This design comes from an exercise in tuning for small area on the open sky130 flow, not from production work.
The flow treats the clock pin as an ideal source, which a real chip does not have.
Power is estimated from default activity; no workload was simulated.

==> module apb_controller, before the edit <==
module apb_controller(hclk, hresetn, hwrite, haddr, hwdata, valid,
                      pwrite, penable, psel, paddr, pwdata, hr_readyout);
  input        hclk, hresetn, hwrite, valid;
  input  [31:0] haddr, hwdata;
  output       pwrite, penable;
  output reg   hr_readyout;
  output [2:0] psel;
  output reg [31:0] paddr, pwdata;
  localparam ST_IDLE     = 3'b000,
             ST_READ     = 3'b011,
             ST_WWAIT    = 3'b101,
             ST_WRITE    = 3'b111,
             ST_RENABLE  = 3'b010,
             ST_WENABLE  = 3'b100,
             ST_WRITEP   = 3'b110,
             ST_WENABLEP = 3'b001;
  reg [2:0]  st, nst;
  reg [31:0] a1, a2;
  reg        w1, w2, b1, z, zz, psel_en;
  wire s_idle  = (st == ST_IDLE);
  wire s_read  = (st == ST_READ);
  wire s_ren   = (st == ST_RENABLE);
  wire s_wwait = (st == ST_WWAIT);
  wire s_write = (st == ST_WRITE);
  wire s_wen   = (st == ST_WENABLE);
  wire s_wp    = (st == ST_WRITEP);
  wire s_wenp  = (st == ST_WENABLEP);
  wire s_idl   = s_idle | s_ren;      
  wire rd = valid & ~hwrite;
  wire wr = valid &  hwrite;
  always @(*) begin
    case (st)
      ST_IDLE, ST_RENABLE, ST_WENABLE:
                   nst = wr ? ST_WWAIT : (rd ? ST_READ : ST_IDLE);
      ST_READ:     nst = ST_RENABLE;
      ST_WWAIT:    nst = valid ? ST_WRITEP : ST_WRITE;
      ST_WRITE:    nst = valid ? ST_WENABLEP : ST_WENABLE;
      ST_WRITEP:   nst = ST_WENABLEP;
      default:     nst = ~w2 ? ST_READ :
                         (valid & w1) ? ST_WRITEP :
                         ~valid ? ST_WRITE : ST_IDLE;
    endcase
  end
  wire big    = hwrite & b1;
  wire holdA2 = (s_wwait & valid & big) |
                (s_wenp & (~w2 | (valid ? big : ~w1)));
  wire selA  = s_idl;
  wire sel1  = (s_read & ~w1) | s_wwait | s_wen;
  wire sel2  = ((s_read & w1) | s_write | s_wp | s_wenp) & ~zz;
  wire ldD = ~(s_write | s_wp | (s_wenp & valid & ~w1));
  always @(posedge hclk) begin
    z  <= ~hresetn;
    a1 <= haddr;
    if (!holdA2) begin
      a2 <= a1;
      zz <= z;
    end
    w1 <= hwrite;
    w2 <= w1;
    b1 <= |hwdata[31:8];
    paddr  <= ({32{selA}} & haddr) | ({32{sel1}} & a1) | ({32{sel2}} & a2);
    if (ldD) pwdata <= hwdata;
  end
  always @(posedge hclk) begin
    if (!hresetn) begin
      st          <= ST_IDLE;
      psel_en     <= 1'b0;
      hr_readyout <= 1'b1;
    end else begin
      st          <= nst;
      psel_en     <= (s_idl & rd) | (s_wen & wr) | ~(s_idl | s_wen);
      hr_readyout <= s_read | s_write |
                     (s_idl & ~rd) |
                     ((s_wwait | s_wen) & ~valid) |
                     (s_wp & w1) |
                     (s_wenp & ~valid & w2);
    end
  end
  wire [2:0] sel1dec;
  ahb_decode dec1(.addr(a1), .sel(sel1dec));
  assign psel    = psel_en ? sel1dec : 3'b000;
  assign penable = s_ren | s_wen | s_wenp;
  assign pwrite  = ~(s_read | s_ren) & (~s_wwait | w2);
endmodule
==> flow/config.mk <==
export PLATFORM = sky130hd
export DESIGN_NAME = bridge_top
export DESIGN_NICKNAME = bridge_top
export VERILOG_FILES = /design/flow/design.v
export SDC_FILE = /design/flow/constraint.sdc
export NUM_CORES = 4
export LEC_CHECK = 0
export CAP_MARGIN = 0
export CORE_MARGIN = 2
export CORE_UTILIZATION = 65
export SLEW_MARGIN = 0
==> flow/constraint.sdc <==
create_clock -name core_clock -period 4.0 [get_ports {hclk}]
set_input_delay 0.8000 -clock core_clock [delete_from_list [all_inputs] [get_ports {hclk}]]
set_output_delay 0.8000 -clock core_clock [all_outputs]
set_load 0.01 [all_outputs]
standard.sh (not shown) runs the stock make flow with config.mk's settings and CLKGATE_MAP_FILE= SYNTH_SCRIPT=/design/flow/synth_recipe.tcl, a recipe that flattens the netlist after the stock synthesis.
==> flow/flow/run.sh <==
#!/bin/bash
# Own layout flow. Steps, each tool's full output in a log file here:
#  1. the standard synthesis (standard.sh synth)            -> flow_synth.log
#  2. area re-mapping of the combinational cells of that netlist
#     with Yosys/ABC (flow/remap_abc.script); the registers, their
#     names and cell types are kept as instances, untouched        -> flow_remap.log
#  3. the rest of the standard layout (standard.sh finish), with
#     - port buffers of the smallest buffer cell (buf_1),
#     - an area recovery pass after CTS (flow/downsize.tcl, ORFS's
#       POST_CTS_TCL hook) that gives cells which repair enlarged the
#       smallest size that keeps slew, capacitance and timing clean -> flow_make.log
set -euo pipefail
W=$PWD
RES=$W/orfs/results/$FLOW_PLATFORM/bridge_top/base
LIB=$FLOW_HOME/platforms/$FLOW_PLATFORM/lib/sky130_fd_sc_hd__tt_025C_1v80.lib
YOSYS=$FLOW_HOME/../tools/install/yosys/bin/yosys
[[ -x $YOSYS ]] || YOSYS=yosys

bash standard.sh synth > flow_synth.log 2>&1

cp $RES/1_2_yosys.v $W/standard_1_2_yosys.v
DONT=""
for c in sky130_fd_sc_hd__probe_p_8 sky130_fd_sc_hd__probec_p_8 \
         $(grep -o 'cell *( *"\?sky130_fd_sc_hd__lpflow_[a-z0-9_]*' $LIB | grep -o 'sky130_fd_sc_hd__lpflow_[a-z0-9_]*' | sort -u); do
  DONT="$DONT -dont_use $c"
done
cat > $W/remap.ys <<YS
read_liberty -ignore_miss_func $LIB
setattr -mod -set keep_hierarchy 1 sky130_fd_sc_hd__dfxtp_1 sky130_fd_sc_hd__edfxtp_1 sky130_fd_sc_hd__conb_1
read_verilog $W/standard_1_2_yosys.v
hierarchy -top $FLOW_TOP
flatten
opt -purge $FLOW_TOP
abc -liberty $LIB -script $W/flow/remap_abc.script $DONT $FLOW_TOP
opt_clean -purge $FLOW_TOP
cd $FLOW_TOP
rename -hide w:* i:* %d o:* %d
insbuf -buf sky130_fd_sc_hd__buf_4 A X
opt_clean -purge
cd
select -assert-none $FLOW_TOP/t:\$*
select $FLOW_TOP
write_verilog -selected -noattr -nohex -nodec $W/remapped_1_2_yosys.v
YS
$YOSYS -l flow_remap.log -q $W/remap.ys
cp $W/remapped_1_2_yosys.v $RES/1_2_yosys.v

layout() { # leaf cell, root cell, max sinks per leaf, log
  bash standard.sh BUFFER_PORTS_ARGS="-buffer_cell sky130_fd_sc_hd__buf_1" \
    PRE_CTS_TCL="$W/flow/clock_tree.tcl" POST_CTS_TCL="$W/flow/downsize.tcl" \
    OWN_CTS_LEAF=$1 OWN_CTS_ROOT=$2 OWN_CTS_MAX_SINKS=$3 finish > $4 2>&1
}
slew() { # worst register clock-pin slew of the final layout, in ns
  OWN_LIB=$LIB OWN_RES=$RES openroad -no_init -exit $W/flow/clock_slew.tcl > $1 2>&1 || true
  awk '/^worst_clock_pin_slew/ {print $2}' $1
}

layout sky130_fd_sc_hd__clkbuf_16 none 36 flow_make.log
s=$(slew flow_slew.log)
if awk -v s="$s" 'BEGIN {exit !(s == "" || s > 0.122)}'; then
  rm -f $RES/4_* $RES/5_* $RES/6_* $W/out/final.def
  layout sky130_fd_sc_hd__clkbuf_16 sky130_fd_sc_hd__clkbuf_8 28 flow_make_retry.log
  slew flow_slew_retry.log > /dev/null || true
fi
Other scripts of this flow, unchanged in this note and not shown: flow/flow/clock_slew.tcl, flow/flow/clock_tree.tcl, flow/flow/downsize.tcl, flow/flow/remap_abc.script
Rerun with:
--- a/flow/design.v
+++ b/flow/design.v
@@ -22,14 +22,14 @@
   output [2:0] psel;
   output reg [31:0] paddr, pwdata;
   localparam ST_IDLE     = 3'b000,
              ST_READ     = 3'b011,
-             ST_WWAIT    = 3'b101,
-             ST_WRITE    = 3'b111,
+             ST_WWAIT    = 3'b001,
+             ST_WRITE    = 3'b101,
              ST_RENABLE  = 3'b010,
              ST_WENABLE  = 3'b100,
-             ST_WRITEP   = 3'b110,
-             ST_WENABLEP = 3'b001;
+             ST_WRITEP   = 3'b111,
+             ST_WENABLEP = 3'b110;
   reg [2:0]  st, nst;
   reg [31:0] a1, a2;
   reg        w1, w2, b1, z, zz, psel_en;
   wire s_idle  = (st == ST_IDLE);
What happened: Die area hardly moves; setup slack gains 0.43 ns; hold slack barely changes; maximum frequency rose by about a fifth; wire length shrinks by a few percent; total power went down by a little under a tenth; first-iteration DRC count is higher by about a fifth; area after synthesis barely changes; global-route usage goes down by 1.0 points; clock skew shrinks by 0.0033 ns; flip-flop and latch count stays the same.
No functional check of the RTL was part of any run of this note.

## separate check: timing with driven ports
No port has a modelled driver above. Below, the same layouts with a new extraction and two added sets of constraints.
Step 1 sets driving cells, clkbuf_16 on the clock port and buf_2 on the other inputs (assumed; they add their load-dependent delay and slew).
Step 2 moves the port delays by t, midway between the first and last clock arrival at a register: inputs arrive t later, outputs are due t later. That takes back most of the time a late clock gives input paths.
Slacks: ideal / step 1 / step 2; pairs: ideal / step 1.
run | t, ns | slack for setup (ns) | worst slew at a driven data input, ns
the first run | 0.409 | 0.538 / 0.549 / 0.140 | 0.08
the second run | 0.251 | 0.971 / 1.026 / 0.776 | 0.11
After both steps every run listed still meets setup and hold. For the first run, which loses most, drivers alone change the setup slack by +0.011 ns; drivers and shift together by -0.398 ns.
